Background: an optimization exercise with open tools, aiming at small area, a short achievable clock period and few clock cycles. Do not read the settings as production practice.
Only simulation tests tie the RTL to the original design; equivalence was not proved.
No activity file was given, so power comes from the tool's default toggle rates.

`design/flow/design.v`:
```
module sun(
    pclk,
    presetn,
    psels,
    penables,
    pwrites,
    paddrs,
    pwdatas,
    prdatas,
    preadys
);
input pclk;
input presetn;
input psels;
input penables;
input pwrites;
input [31:0] paddrs;
input [31:0] pwdatas;
output [31:0] prdatas;
output preadys;
reg        ws;            
reg        rs;            
reg  [3:0] aq;            
reg        pr0;           
reg        prd;           
reg  [7:0] thr;
reg  [7:0] xmax;
reg  [7:0] ymax;
reg  [7:0] x;             
reg  [7:0] y;             
reg  [7:0] p;             
reg [30:0] r0;            
reg [30:0] r1;
reg        ph;            
reg [23:0] nit;           
reg  [7:0] hq;            
reg  [7:0] kq;            
reg        od;            
reg  [1:0] st;            
reg        ac;            
reg        dv;            
reg        cl;            
reg  [4:0] c;             
reg [30:0] rd;            
wire       wa   = ws;                 
wire       ra   = rs;                 
wire       a0   = (aq == 4'd0);
wire       a1   = (aq == 4'd1);
wire       a2   = (aq == 4'd2);
wire       a3   = (aq == 4'd3);
wire       a4   = (aq == 4'd4);
wire       a5   = (aq == 4'd5);
wire       pix  = wa & a4;
wire       rhi  = ra & (aq[3:1] == 3'b011 | aq[3:1] == 3'b100);
wire       s0   = ra & (aq[3:1] == 3'b011) & (aq[0] ^ ~ph);
wire       s1   = ra & (aq[3:1] == 3'b011) & (aq[0] ^ ph);
wire       sh   = ra & (aq[3:1] == 3'b100) & (aq[0] ^ ~od);
wire       sk   = ra & (aq[3:1] == 3'b100) & (aq[0] ^ od);
wire       ctl  = wa & a0 & (p == 8'h01);
wire       busy = ac | dv;
wire [8:0] gb;
assign gb[0] = 1'b0;
genvar i;
generate for (i = 0; i < 8; i = i + 1) begin : g_cmp
    assign gb[i+1] = (p[i] & ~thr[i]) | (gb[i] & (p[i] | ~thr[i]));
end endgenerate
wire       stp  = pix | ac;
wire [7:0] I    = p & {8{gb[8] & stp}};
wire       xend = (x == xmax);
wire       yend = (y == ymax);
reg  [3:0] dig;
always @(*) begin
    case ({ph, c[1]})
        2'b00: dig = y[3:0];
        2'b01: dig = y[7:4];
        2'b10: dig = x[3:0];
        default: dig = x[7:4];
    endcase
end
wire [7:0] pp0 = I & {8{dig[0]}};
wire [7:0] pp1 = I & {8{dig[1]}};
wire [7:0] pp2 = I & {8{dig[2]}};
wire [7:0] pp3 = I & {8{dig[3]}};
wire [8:0] m1c, m2c, m3c;
wire [7:0] m1s, m2s, m3s;
assign m1c[0] = 1'b0;
assign m2c[0] = 1'b0;
assign m3c[0] = 1'b0;
generate for (i = 0; i < 8; i = i + 1) begin : g_mul
    wire a1b = (i < 7) ? pp0[i+1] : 1'b0;
    assign m1s[i]   = a1b ^ pp1[i] ^ m1c[i];
    assign m1c[i+1] = (a1b & pp1[i]) | (m1c[i] & (a1b ^ pp1[i]));
    wire a2b = (i < 7) ? m1s[i+1] : m1c[8];
    assign m2s[i]   = a2b ^ pp2[i] ^ m2c[i];
    assign m2c[i+1] = (a2b & pp2[i]) | (m2c[i] & (a2b ^ pp2[i]));
    wire a3b = (i < 7) ? m2s[i+1] : m2c[8];
    assign m3s[i]   = a3b ^ pp3[i] ^ m3c[i];
    assign m3c[i+1] = (a3b & pp3[i]) | (m3c[i] & (a3b ^ pp3[i]));
end endgenerate
wire [11:0] pr   = {m3c[8], m3s, m2s[0], m1s[0], pp0[0]};
wire [15:0] addv = c[1] ? {pr, 4'd0} : {4'd0, pr};
wire [30:0] ra_in = (ctl | cl) ? 31'd0 : r1;
wire [31:0] rc;
wire [30:0] rsum;
assign rc[0] = 1'b0;
generate for (i = 0; i < 31; i = i + 1) begin : g_ring
    wire b = (i < 16) ? addv[i] : 1'b0;
    assign rsum[i] = ra_in[i] ^ b ^ rc[i];
    assign rc[i+1] = (ra_in[i] & b) | (rc[i] & (ra_in[i] ^ b));
end endgenerate
wire        last  = ac & (c[1:0] == 2'd3) & xend & yend;
wire [23:0] rem   = {x, y, p};
wire        first = last | (dv & (c == 5'd9));
wire [23:0] ps    = first ? {1'b0, r0[30:8]} : rem;
wire        nb    = first ? r0[7] : kq[7];
wire [24:0] da    = (dv | last) ? {ps, nb} : {17'h1ffff, ~I};
wire [24:0] db    = {1'b1, nit};
wire [25:0] dcy;
wire [24:0] t;
assign dcy[0] = 1'b1;
generate for (i = 0; i < 25; i = i + 1) begin : g_div
    assign t[i]     = da[i] ^ db[i] ^ dcy[i];
    assign dcy[i+1] = (da[i] & db[i]) | (dcy[i] & (da[i] ^ db[i]));
end endgenerate
wire        qb    = dcy[25] & ~(&nit);
wire [23:0] rn    = qb ? t[23:0] : {ps[22:0], nb};
wire        dstep = last | (dv & (c != 5'd8));
wire  [7:0] stb   = {1'b0, st == 2'b00, 2'b00, st == 2'b00, 1'b0, st};
always @(posedge pclk) begin
    ws <= psels & ~penables & pwrites & (paddrs[7:4] == 4'd0);
    rs <= psels & ~penables & ~pwrites & (paddrs[7:4] == 4'd0);
    aq <= paddrs[3:0];
    if (wa & a1) thr  <= pwdatas[7:0];
    if (wa & a2) xmax <= pwdatas[7:0];
    if (wa & a3) ymax <= pwdatas[7:0];
    r0 <= rsum;
    r1 <= r0;
    ph <= ~ph;
    if (ctl) begin
        nit <= 24'hffffff;
        x   <= 8'd1;
        y   <= 8'd1;
        st  <= 2'b01;
        cl  <= 1'b1;
    end
    if (cl)
        cl <= 1'b0;
    rd[30:8] <= (rd[30:8] & {23{~rhi}}) |
                (r0[30:8] & {23{s0}}) | (r1[30:8] & {23{s1}});
    rd[7:0]  <= (rd[7:0] & {8{~(rhi | (ra & (a1 | a5)))}}) |
                (r0[7:0] & {8{s0}}) | (r1[7:0] & {8{s1}}) |
                (hq & {8{sh}}) | (kq & {8{sk}}) |
                (thr & {8{ra & a1}}) | (stb & {8{ra & a5}});
    if (stp) begin
        ac <= 1'b1;
        c  <= c + 5'd1;
        if (c[1:0] == 2'd0)
            nit <= t[23:0];
        if (c[1:0] == 2'd3) begin
            ac <= 1'b0;
            c  <= 5'd0;
            if (xend) begin
                x <= 8'd1;
                if (yend) begin
                    st <= 2'b11;
                    dv <= 1'b1;
                    od <= ph;
                    c  <= 5'd1;
                end else begin
                    y  <= y + 8'd1;
                    st <= 2'b10;
                end
            end else begin
                x  <= x + 8'd1;
                st <= 2'b10;
            end
        end
    end
    if (dv)
        c <= c + 5'd1;
    if (dstep)
        {x, y} <= rn[23:8];
    p  <= (pwdatas[7:0] & {8{~busy}}) | (rn[7:0] & {8{dstep}}) |
          (p & {8{busy & ~dstep}});
    kq <= ({r0[6:0], qb} & {8{first}}) | ({kq[6:0], qb} & {8{dstep & ~first}}) |
          (kq & {8{~dstep}});
    if (dv & (c == 5'd8))
        hq <= kq;
    if (dv & (c == 5'd16)) begin
        dv <= 1'b0;
        c  <= 5'd0;
        st <= 2'b00;
    end
    pr0 <= wa & (aq <= 4'd4);
    prd <= pr0;
    if (!presetn) begin
        pr0 <= 1'b0;
        prd <= 1'b0;
        ac  <= 1'b0;
        dv  <= 1'b0;
        cl  <= 1'b0;
        c   <= 5'd0;
        ph  <= 1'b0;
    end
end
assign prdatas = {1'b0, rd};
assign preadys = prd;
endmodule
```
`design/flow/flow/run.sh`:
```
#!/bin/bash
# Own layout flow: the standard flow (standard.sh) with these changes in how the
# layout is made:
#  - synthesis maps the logic with an area-oriented ABC script (flow/abc_area.script)
#    instead of ORFS's delay-oriented one, and skips the quick generic ABC pass inside
#    Yosys's synth (synth -noabc for the fine stage), so the full adders written in
#    the RTL reach Yosys's full-adder extraction as written. Everything else in
#    synthesis is unchanged, so the registers (names, count, cells) are the standard
#    synthesis's;
#  - the port buffers are sky130_fd_sc_hd__buf_1 cells;
#  - clock tree synthesis builds a plain H-tree (no sink clustering) of the default
#    clkbuf_16 buffers and adds no dummy loads;
#  - the repair steps after placement and global routing do not use buffers or
#    inverters of drive 8 and up (flow/no_big_buffers.tcl, sourced before each step's
#    resizer starts).
# Each make run writes its full output to a log file in the work folder.
set -euo pipefail
W=$(pwd)
S="$W/scripts_area"
rm -rf "$S"
cp -r "$FLOW_HOME/scripts" "$S"
cp "$W/flow/abc_area.script" "$S/abc_speed.script"
sed -i 's/-run fine: {\*}\$synth_full_args/-run fine: -noabc {*}$synth_full_args/' "$S/synth.tcl"
grep -q -- '-run fine: -noabc' "$S/synth.tcl"
bash standard.sh SCRIPTS_DIR="$S" synth > "$W/make_synth.log" 2>&1
PRE_RESIZE_TCL="$W/flow/no_big_buffers.tcl" PRE_GLOBAL_ROUTE_TCL="$W/flow/no_big_buffers.tcl" \
bash standard.sh BUFFER_PORTS_ARGS="-buffer_cell sky130_fd_sc_hd__buf_1" \
    CTS_ARGS="-repair_clock_nets -dont_use_dummy_load" \
    finish > "$W/make_finish.log" 2>&1
```
`design/flow/flow/abc_area.script`:
```
strash
dch -f
amap
```
`design/flow/flow/no_big_buffers.tcl`:
```
set_dont_use {sky130_fd_sc_hd__buf_8 sky130_fd_sc_hd__buf_12 sky130_fd_sc_hd__buf_16 sky130_fd_sc_hd__bufinv_8 sky130_fd_sc_hd__bufinv_16 sky130_fd_sc_hd__inv_8 sky130_fd_sc_hd__inv_12 sky130_fd_sc_hd__inv_16}
```
`design/flow/standard.sh`:
```
#!/bin/bash
# synth_recipe.tcl (not shown) runs the flow's synth.tcl, then flattens the netlist and writes it again
# the make line also repeats each setting of config.mk as NAME=value (left out here)
make -C /OpenROAD-flow-scripts/flow DESIGN_CONFIG=/design/flow/config.mk WORK_HOME=/design/flow/orfs CLKGATE_MAP_FILE= SYNTH_SCRIPT=/design/flow/synth_recipe.tcl "${@:-finish}"
```
`design/flow/config.mk`:
```
export PLATFORM = sky130hd
export DESIGN_NAME = sun
export DESIGN_NICKNAME = sun
export VERILOG_FILES = /design/flow/design.v
export SDC_FILE = /design/flow/constraint.sdc
export NUM_CORES = 4
export LEC_CHECK = 0
export CAP_MARGIN = 20
export CORE_MARGIN = 2
export CORE_UTILIZATION = 40
export GPL_TIMING_DRIVEN = 0
export PLACE_DENSITY = 0.6
export SLEW_MARGIN = 20
```
`design/flow/constraint.sdc`:
```
create_clock -name core_clock -period 80.0 [get_ports {pclk}]
set_input_delay 16.0000 -clock core_clock [delete_from_list [all_inputs] [get_ports {pclk}]]
set_output_delay 16.0000 -clock core_clock [all_outputs]
set_load 0.01 [all_outputs]
```
==> metrics.yaml, run 1 <==
synth:
  synthArstFlopShare_pct: 0
  synth_seq_area_share_pct: 46.52
  avgSynthCellArea_um2: 9.884
  syn-num-nets: 1104
  synth_cell_types: 39
  yosysWarnings: 1
  synth_edf_count: 33
  synth_area_mm2: 0.009360
  ys_seq_elements: 201
  postSynthCellCount: 947
  ys.flop_type: "dfxtp_1"
timing:
  fin_crit_ns: 17.01
  max_freq_ghz: 0.05879
  final.period_utilization_pct: 21.26
  worst_slew_pin_slew_ns: 1.076
  grt_setup_unrepaired: "no"
  fin_tns_setup_ns: 0
  final_hold_viol_count: 0
  maxSlewHeadroom_pct: 27.58
  finalMaxSlewViolations: 0
  setup_viol: 0
  clock_skew_ns: 0.02491
floorplan:
  core_mm2: 0.02278
  die_w_um: 157.0
  dieArea_mm2: 0.02464
  io-pin-count: 102
  placementRows: 55
  dieHeight_um: 157.0
  start_util_pct: 41.09
worst_setup_path:
  critical_path.max_fanout: 2
  required_ns: 64.00
  path_delay_family: "flip-flops"
  worstSetupPathType: "reg2out"
  crit_chain: "buf_1"
  path_depth: 1
  worst-path-buf-inv: 1
  r2r_cells: 42
  arrival_ns: 1.01
  max_stage_delay_ns: 0.41
  critPathLaunchType: "flip-flop"
  critPathCaptureType: "primary output"
  cp_slowest_cell: "dfxtp_1"
drt:
  viasPerCell: 5.516
  drcViolationCount: 0
  vias: 7359
  ant_nets: 0
  routed_wl_mm: 24.47
  firstDrtPassIters: 8
  drt_iter0_markers: 792
  wl_per_cell_um: 18.34
global_route:
  gr-usage-met2_pct: 31.27
  use_met1_pct: 30.42
  grt.busiest_layer: "met2"
  grt_use_met3_pct: 2.919
  grt_pass1_vias: 6937
  antenna_found_initial: 0
  grt-ovfl-total: 0
  grtUsageTotal_pct: 20.46
  grt_pass1_wl_mm: 38.58
  grt_max_degree: 33
placed_design:
  dp_hpwl_mm: 18.53
  port_buffers: 52
  placement.cell_area_mm2: 0.01009
  place.gp.congestion: 0.8416
power:
  power_density_mw_per_mm2: 21.53
  ir_worst_vdd_v: 0.00001412
  p_leak_nw: 3.784
layout:
  syn2layout_area_growth_pct: 12.47
  drive_gt1_share_pct: 3.624
  fin_nets: 1180
  postLayoutCellArea_mm2: 0.01053
  diodes: 0
min_path:
  hp-class: "reg2reg"
  hold_depth: 0
clock_network:
  cts_num_sinks: 201
  ctsRootBufferMaster: "clkbuf_16"
  ctsResizeCount: 0
  numCtsBuffers: 17
  cts_setup_buffers: 0
  clk_latency_ns: 0.43
  clockBufferDepth: 2
  htreeDepth: 4
  clk_pin_slew_ns: 0.06
  cts_tree: "built"
  ctsHoldBuffers: 0
run_status:
  status: "timing/DRC/antenna clean"
job:
  drv_cap: 0
[final cells by class]
type	count	area, um2
timing repair buffer	57	251.5
sequential	201	4354
fill	2166	12250
clock buffer	17	425.4
tap	313	391.6
buffer	1	7.507
multi-input combinational	633	4677
inverter	112	420.4
[cells by family after synthesis]
logic type      Yosys count  share of synthesized area, %
simple gates            269                         12.62
flops                   201                         46.52
other cells               1                       0.04006
buf+inv                 113                         4.572
fa+ha+maj                88                         16.41
compound gates          275                         19.84
[cell usage in the layout, fill, tap and decap left out, types with 16 or more instances in the layout]
cell / count
dfxtp_1: 168
clkbuf_16: 17
or2_0: 16
o21ai_0: 48
a21oi_1: 57
o22ai_1: 42
ha_1: 30
o22a_1: 31
a22oi_1: 42
clkinv_1: 112
edfxtp_1: 33
nand2_1: 45
fa_1: 58
buf_1: 52
nor2_1: 145
[final timing paths]
check / from / endpoint / slack (ns)
min reg2reg: r0[0]$_DFF_P_ / r1[0]$_DFF_P_ / 0.38
max: rd[0]$_DFF_P_ / prdatas[0] / 62.99
max reg2reg: x[5]$_DFF_P_ / p[0]$_DFF_P_ / 65.60
min: r0[0]$_DFF_P_ / r1[0]$_DFF_P_ / 0.38
[routing by layer]
metal | vias up | routed length [um] | part of all wire, %
li1 | 3541 | - | -
met1 | 3561 | 11750 | 48
met2 | 234 | 10960 | 45
met3 | 23 | 1367 | 5.6
met4 | 0 | 393 | 1.6
met5 | - | 0 | 0
[state kept, by name, indices dropped and copies added, names as in the netlist, 24 cells and up]
signal  flops
nit        24
r0         31
r1         31
rd         31
[cell usage after synthesis, types with 2 or more instances]
master | instances | area (um2)
or4_1 | 3 | 22.52
a222oi_1 | 12 | 120.1
nand4_1 | 8 | 50.05
clkinv_1 | 112 | 420.4
dfxtp_1 | 168 | 3363
nand3_1 | 9 | 45.04
nand2_1 | 45 | 168.9
nor2b_1 | 14 | 87.58
o221ai_1 | 13 | 113.9
o211ai_1 | 8 | 60.06
edfxtp_1 | 33 | 991.0
o32ai_1 | 4 | 35.03
a22oi_1 | 42 | 315.3
nor2_1 | 147 | 551.8
o2111ai_1 | 2 | 17.52
o21ai_0 | 48 | 240.2
fa_1 | 58 | 1161
a221oi_1 | 6 | 52.55
o22a_1 | 31 | 271.5
nor3b_1 | 2 | 15.01
a21oi_1 | 59 | 295.3
or2_0 | 18 | 112.6
nor3_1 | 13 | 65.06
o22ai_1 | 42 | 262.8
nor4_1 | 7 | 43.79
ha_1 | 30 | 375.4
[stage by stage]
| stage | hold slack (ns) | cells | worst slack (ns) | power (mW) | util (%) |
|---|---|---|---|---|---|
| floorplan | 0.3499 | 947 | 63.21 | 0.1476 | - |
| global placement | 0.3647 | 1312 | 62.81 | 0.1568 | 43.67 |
| detailed placement | 0.3677 | 1317 | 62.86 | 0.1584 | 44.28 |
| CTS | 0.3719 | 1334 | 62.98 | 0.2280 | 46.15 |
| global route | 0.3876 | 1334 | 62.97 | 0.2383 | 46.22 |
| finish | 0.3760 | 1334 | 62.99 | 0.2266 | 46.22 |
[report_power, final]
part	switching (mW)	internal, mW	total (mW)
Clock	0.0331	0.0371	0.0702
Combinational	0.0156	0.0115	0.0272
Sequential	0.0115	0.118	0.129
Total	0.0603	0.166	0.227
Testbench counts, summed over its fixed seeds: cycles 19,920.
==> run 2, diff against run 1 <==
--- a/design/flow/design.v
+++ b/design/flow/design.v
@@ -42,3 +42,3 @@
 reg        cl;            
-reg  [4:0] c;             
+reg  [3:0] c;             
 reg [30:0] rd;            
@@ -112,3 +112,3 @@
 wire [23:0] rem   = {x, y, p};
-wire        first = last | (dv & (c == 5'd9));
+wire        first = last | (dv & (c == 4'd8));
 wire [23:0] ps    = first ? {1'b0, r0[30:8]} : rem;
@@ -126,3 +126,3 @@
 wire [23:0] rn    = qb ? t[23:0] : {ps[22:0], nb};
-wire        dstep = last | (dv & (c != 5'd8));
+wire        dstep = last | (dv & (c != 4'd7));
 wire  [7:0] stb   = {1'b0, st == 2'b00, 2'b00, st == 2'b00, 1'b0, st};
@@ -155,3 +155,3 @@
         ac <= 1'b1;
-        c  <= c + 5'd1;
+        c  <= c + 4'd1;
         if (c[1:0] == 2'd0)
@@ -160,3 +160,3 @@
             ac <= 1'b0;
-            c  <= 5'd0;
+            c  <= 4'd0;
             if (xend) begin
@@ -167,3 +167,2 @@
                     od <= ph;
-                    c  <= 5'd1;
                 end else begin
@@ -179,3 +178,3 @@
     if (dv)
-        c <= c + 5'd1;
+        c <= c + 4'd1;
     if (dstep)
@@ -186,7 +185,6 @@
           (kq & {8{~dstep}});
-    if (dv & (c == 5'd8))
+    if (dv & (c == 4'd7))
         hq <= kq;
-    if (dv & (c == 5'd16)) begin
+    if (dv & (c == 4'd15)) begin
         dv <= 1'b0;
-        c  <= 5'd0;
         st <= 2'b00;
@@ -201,3 +199,3 @@
         cl  <= 1'b0;
-        c   <= 5'd0;
+        c   <= 4'd0;
         ph  <= 1'b0;
--- a/design/flow/flow/run.sh
+++ b/design/flow/flow/run.sh
@@ -10,4 +10,4 @@
 #  - the port buffers are sky130_fd_sc_hd__buf_1 cells;
-#  - clock tree synthesis builds a plain H-tree (no sink clustering) of the default
-#    clkbuf_16 buffers and adds no dummy loads;
+#  - clock tree synthesis builds a plain H-tree (no sink clustering) of clkbuf_8 below a
+#    clkbuf_16 root and adds no dummy loads;
 #  - the repair steps after placement and global routing do not use buffers or
@@ -27,3 +27,3 @@
 bash standard.sh BUFFER_PORTS_ARGS="-buffer_cell sky130_fd_sc_hd__buf_1" \
-    CTS_ARGS="-repair_clock_nets -dont_use_dummy_load" \
+    CTS_ARGS="-repair_clock_nets -dont_use_dummy_load -root_buf sky130_fd_sc_hd__clkbuf_16 -buf_list sky130_fd_sc_hd__clkbuf_8" \
     finish > "$W/make_finish.log" 2>&1
==> run 2 against run 1 <==
  * Worst hold slack got worse by 0.011 ns
  * Synthesized area decreased by 0.40%
  * Total power decreased by 9.0%
  * Combinational power about the same
  * Design area decreased by 2.1%
  * Critical path depth unchanged
  * Die area decreased by 0.39%
  * Count of clock-buffer cells in the layout unchanged
  * Wire length increased by 1.2%
  * First-iteration DRC count decreased by 34%
  * Clock skew increased by 0.013 ns
==> metrics.yaml, run 2 <==
worst_setup_path:
  required_ns: 64.00  # about the same
  path_delay_family: "flip-flops"
  r2r-start: "c[1]$_SDFFE_PN0P_"
  r2r_slack_ns: 65.59  # about the same
  critical_path.max_fanout: 2  # unchanged
  r2r_cells: 38  # -9.5%
  regToRegEndpoint: "p[0]$_DFF_P_"
  critPathLaunchType: "flip-flop"
  crit_chain: "buf_1"
  max_stage_delay_ns: 0.36  # -0.05 ns
  worstSetupPathType: "reg2out"
  worst-path-buf-inv: 1  # unchanged
  cp_slowest_cell: "dfxtp_1"
  arrival_ns: 0.92  # -0.09 ns
  critPathCaptureType: "primary output"
global_route:
  grt-ovfl-total: 0  # unchanged
  grt_max_degree: 33  # unchanged
  grtUsageTotal_pct: 21.02  # +0.57 points
  grt_pass1_wl_mm: 39.66  # +2.8%
  grt_pass1_vias: 7159  # +3.2%
  antenna_found_initial: 0  # unchanged
timing:
  clock_skew_ns: 0.03793  # +0.01303 ns
  fin_crit_ns: 16.92  # -0.09560 ns
  max_freq_ghz: 0.05912  # +0.57%
  finalMaxSlewViolations: 0  # unchanged
  hold_slack_ns: 0.3646  # -0.01149 ns
  grt_setup_unrepaired: "no"
  worst_slew_pin_slew_ns: 1.102  # +0.02559 ns
  setup_viol: 0  # unchanged
  final.period_utilization_pct: 21.14  # -0.12 points
  fin_tns_setup_ns: 0  # unchanged
  maxSlewHeadroom_pct: 25.97  # -1.6 points
  final_hold_viol_count: 0  # unchanged
layout:
  mostFrequentLayoutCells: "167 x dfxtp_1, 143 x nor2_1, 108 x clkinv_1"
  fin_nets: 1179  # -0.085%
  syn2layout_area_growth_pct: 10.58
  seqCellArea_mm2: 0.004334  # -0.46%
  num-fill-cells: 2248  # +3.8%
  diodes: 0  # unchanged
  postLayoutCellArea_mm2: 0.01031  # -2.1%
  layout_commonest_cell: "dfxtp_1"
  drive_gt1_share_pct: 3.722  # +0.098 points
  multi_input_area_mm2: 0.004669  # -0.16%
  top_regs: "r0 (31), r1 (31), rd (31)"
drt:
  routed_wl_mm: 24.75  # +1.2%
  vias: 7414  # +0.75%
  wl_per_cell_um: 18.56  # +1.2%
  drcViolationCount: 0  # unchanged
  ant_nets: 0  # unchanged
  drt_iter0_markers: 521  # -34%
  viasPerCell: 5.558  # +0.75%
  firstDrtPassIters: 6  # -2
synth:
  synth.area.top_cells: "dfxtp_1 36%, fa_1 12%, edfxtp_1 11%, nor2_1 5.9%, clkinv_1 4.4%"
  synth_cell_types: 36  # -7.7%
  avgSynthCellArea_um2: 9.844  # -0.40%
  yosys.area.top_type: "dfxtp_1"
  yosysMostFrequentCell: "dfxtp_1"
  synth_top_family_by_area: "compound AO/OA/AOI/OAI gates"
  synthSimpleGateAreaFrac_pct: 13.14  # +0.52 points
  synthTopCellsByCount: "167 x dfxtp_1, 146 x nor2_1, 109 x clkinv_1, 58 x fa_1, 53 x a21oi_1"
  synth_mux_area_share_pct: 0  # unchanged
  synth_seq_area_share_pct: 46.49  # about the same
  synth_area_mm2: 0.009323  # -0.40%
  postSynthCellCount: 947  # unchanged
  ys_seq_elements: 200  # -0.50%
  syn-num-nets: 1103  # -0.091%
  synthAdderAreaFrac_pct: 16.35  # -0.068 points
  synthArstFlopShare_pct: 0  # unchanged
  synth_compound_area_share_pct: 19.51  # -0.32 points
  synth_edf_count: 33  # unchanged
  synth-xor-area-share_pct: 0  # unchanged
  ys.flop_type: "dfxtp_1"
  synth.top_cell.area_share_pct: 35.86  # -0.070 points
  yosysWarnings: 1  # unchanged
power:
  power_mw: 0.2062  # -9.0%
  power_density_mw_per_mm2: 20.01  # -7.1%
  ir_worst_vdd_v: 0.00001020  # -28%
  p_leak_nw: 3.725  # -1.5%
job:
  drv_cap: 0  # unchanged
run_status:
  status: "timing/DRC/antenna clean"
floorplan:
  core_mm2: 0.02278  # unchanged
  start_util_pct: 40.93  # -0.16 points
  dieHeight_um: 156.7  # -0.19%
  die_w_um: 156.7  # -0.19%
  io-pin-count: 102  # unchanged
  dieArea_mm2: 0.02454  # -0.39%
  placementRows: 55  # unchanged
min_path:
  hold_path_end: "r1[3]$_DFF_P_"
  hp-class: "reg2reg"
  hold_depth: 0  # unchanged
  holdCritStartpoint: "r0[3]$_DFF_P_"
clock_network:
  cts_setup_buffers: 0  # unchanged
  clockBufferDepth: 2  # unchanged
  ctsResizeCount: 0  # unchanged
  htreeDepth: 4  # unchanged
  clk_pin_slew_ns: 0.11  # +0.05 ns
  clk_latency_ns: 0.40  # -0.03 ns
  cts_num_sinks: 200  # -0.50%
  cts_tree: "built"
  ctsHoldBuffers: 0  # unchanged
  ctsRootBufferMaster: "clkbuf_16"
  numCtsBuffers: 17  # unchanged
placed_design:
  placement.cell_area_mm2: 0.01002  # -0.63%
  port_buffers: 52  # unchanged
  dp_hpwl_mm: 18.29  # -1.3%
  place.gp.congestion: 0.8870  # +5.4%
## run 2: logic make-up (layout without fill, tap and decap cells)
group	after synthesis	in the layout
fa+ha+maj	87	87
buf+inv	110	184
flops	200	200
compound gates	270	270
other cells	1	1
simple gates	279	279
## run 2: power breakdown
part	internal [mW]	total [mW]	switching [mW]
Combinational	0.0113	0.0269	0.0155
Sequential	0.117	0.128	0.0112
Clock	0.0202	0.0512	0.0309
## run 2: area by class of cell
type                    instances  area share (%)
clock buffers                  17           2.379
repair buffers                 57           2.440
inverters                     109           3.969
multi-input cells             637           45.30
well taps                     313           3.799
flip-flops and latches        200           42.04
plain buffers                   1         0.07282
## run 2: worst max-delay path by stage
stage	from	endpoint	slack, ns	depth (start not counted)
after floorplan	paddrs[7]	rs$_DFF_P_	63.23	2
after global placement	c[1]$_SDFFE_PN0P_	p[5]$_DFF_P_	62.67	37
after detailed placement	paddrs[7]	rs$_DFF_P_	63.10	3
after CTS	rd[3]$_DFF_P_	prdatas[3]	63.06	1
after global routing	rd[6]$_DFF_P_	prdatas[6]	63.02	1
final	rd[0]$_DFF_P_	prdatas[0]	63.08	1
## run 2: worst reg2reg max path, delay by kind of cell (launching register included)
kind                       cells  cell delay [ns]
and+or+nand+nor                2             0.58
adders and majority gates     25             9.90
buffers and inverters          4             1.40
DFF                            1             0.92
AOI/OAI and AO/OA              7             1.47
## run 2: layer usage
| metal | share of wire, % | vias up | GRT usage, % |
|---|---|---|---|
| li1 | - | 3534 | - |
| met1 | 46 | 3611 | 29.13 |
| met2 | 47 | 236 | 33.88 |
| met3 | 5.1 | 33 | 3.905 |
| met4 | 1.6 | 0 | 5.592 |
| met5 | 0 | - | 0 |
## run 2: stage by stage
stage	cells	utilization [%]	worst slack, ns
detailed placement	1317	44.00	63.10
floorplan	947	-	63.23
finish	1334	45.26	63.08
global route	1334	45.26	63.02
CTS	1334	45.08	63.06
global placement	1312	43.50	62.67
Testbench counts of run 2, summed over its fixed seeds: cycles 19,920.

==> afterwards: timing with drivers on the ports <==
In the flow no input, the clock included, has a driving cell. The finished layouts below were timed again as built, in two steps. Step 1 assumes that a clkbuf_16 drives the clock port and a buf_2 every other input. Step 2 times the ports against the registers' clock, not the clock port: input delays grow and output delays shrink by t, the midpoint of the rising clock arrivals with the driver on. Three values: ideal ports, drivers, drivers and shift; two values: the first two.
run | t (ns) | slack for setup (ns) | hold WS [ns] | worst setup path at the end | latest minus earliest clock arrival (ns)
run 1 | 0.465 | 62.989 / 62.946 / 62.826 | 0.376 / 0.376 / 0.376 | input to register | 0.025 / 0.025
run 2 | 0.432 | 63.085 / 63.037 / 63.099 | 0.365 / 0.365 / 0.365 | input to register | 0.038 / 0.038
After both steps every run listed still meets setup and hold. The setup slack of run 1, which loses most, moves by -0.043 ns with the drivers and by -0.163 ns with both steps.
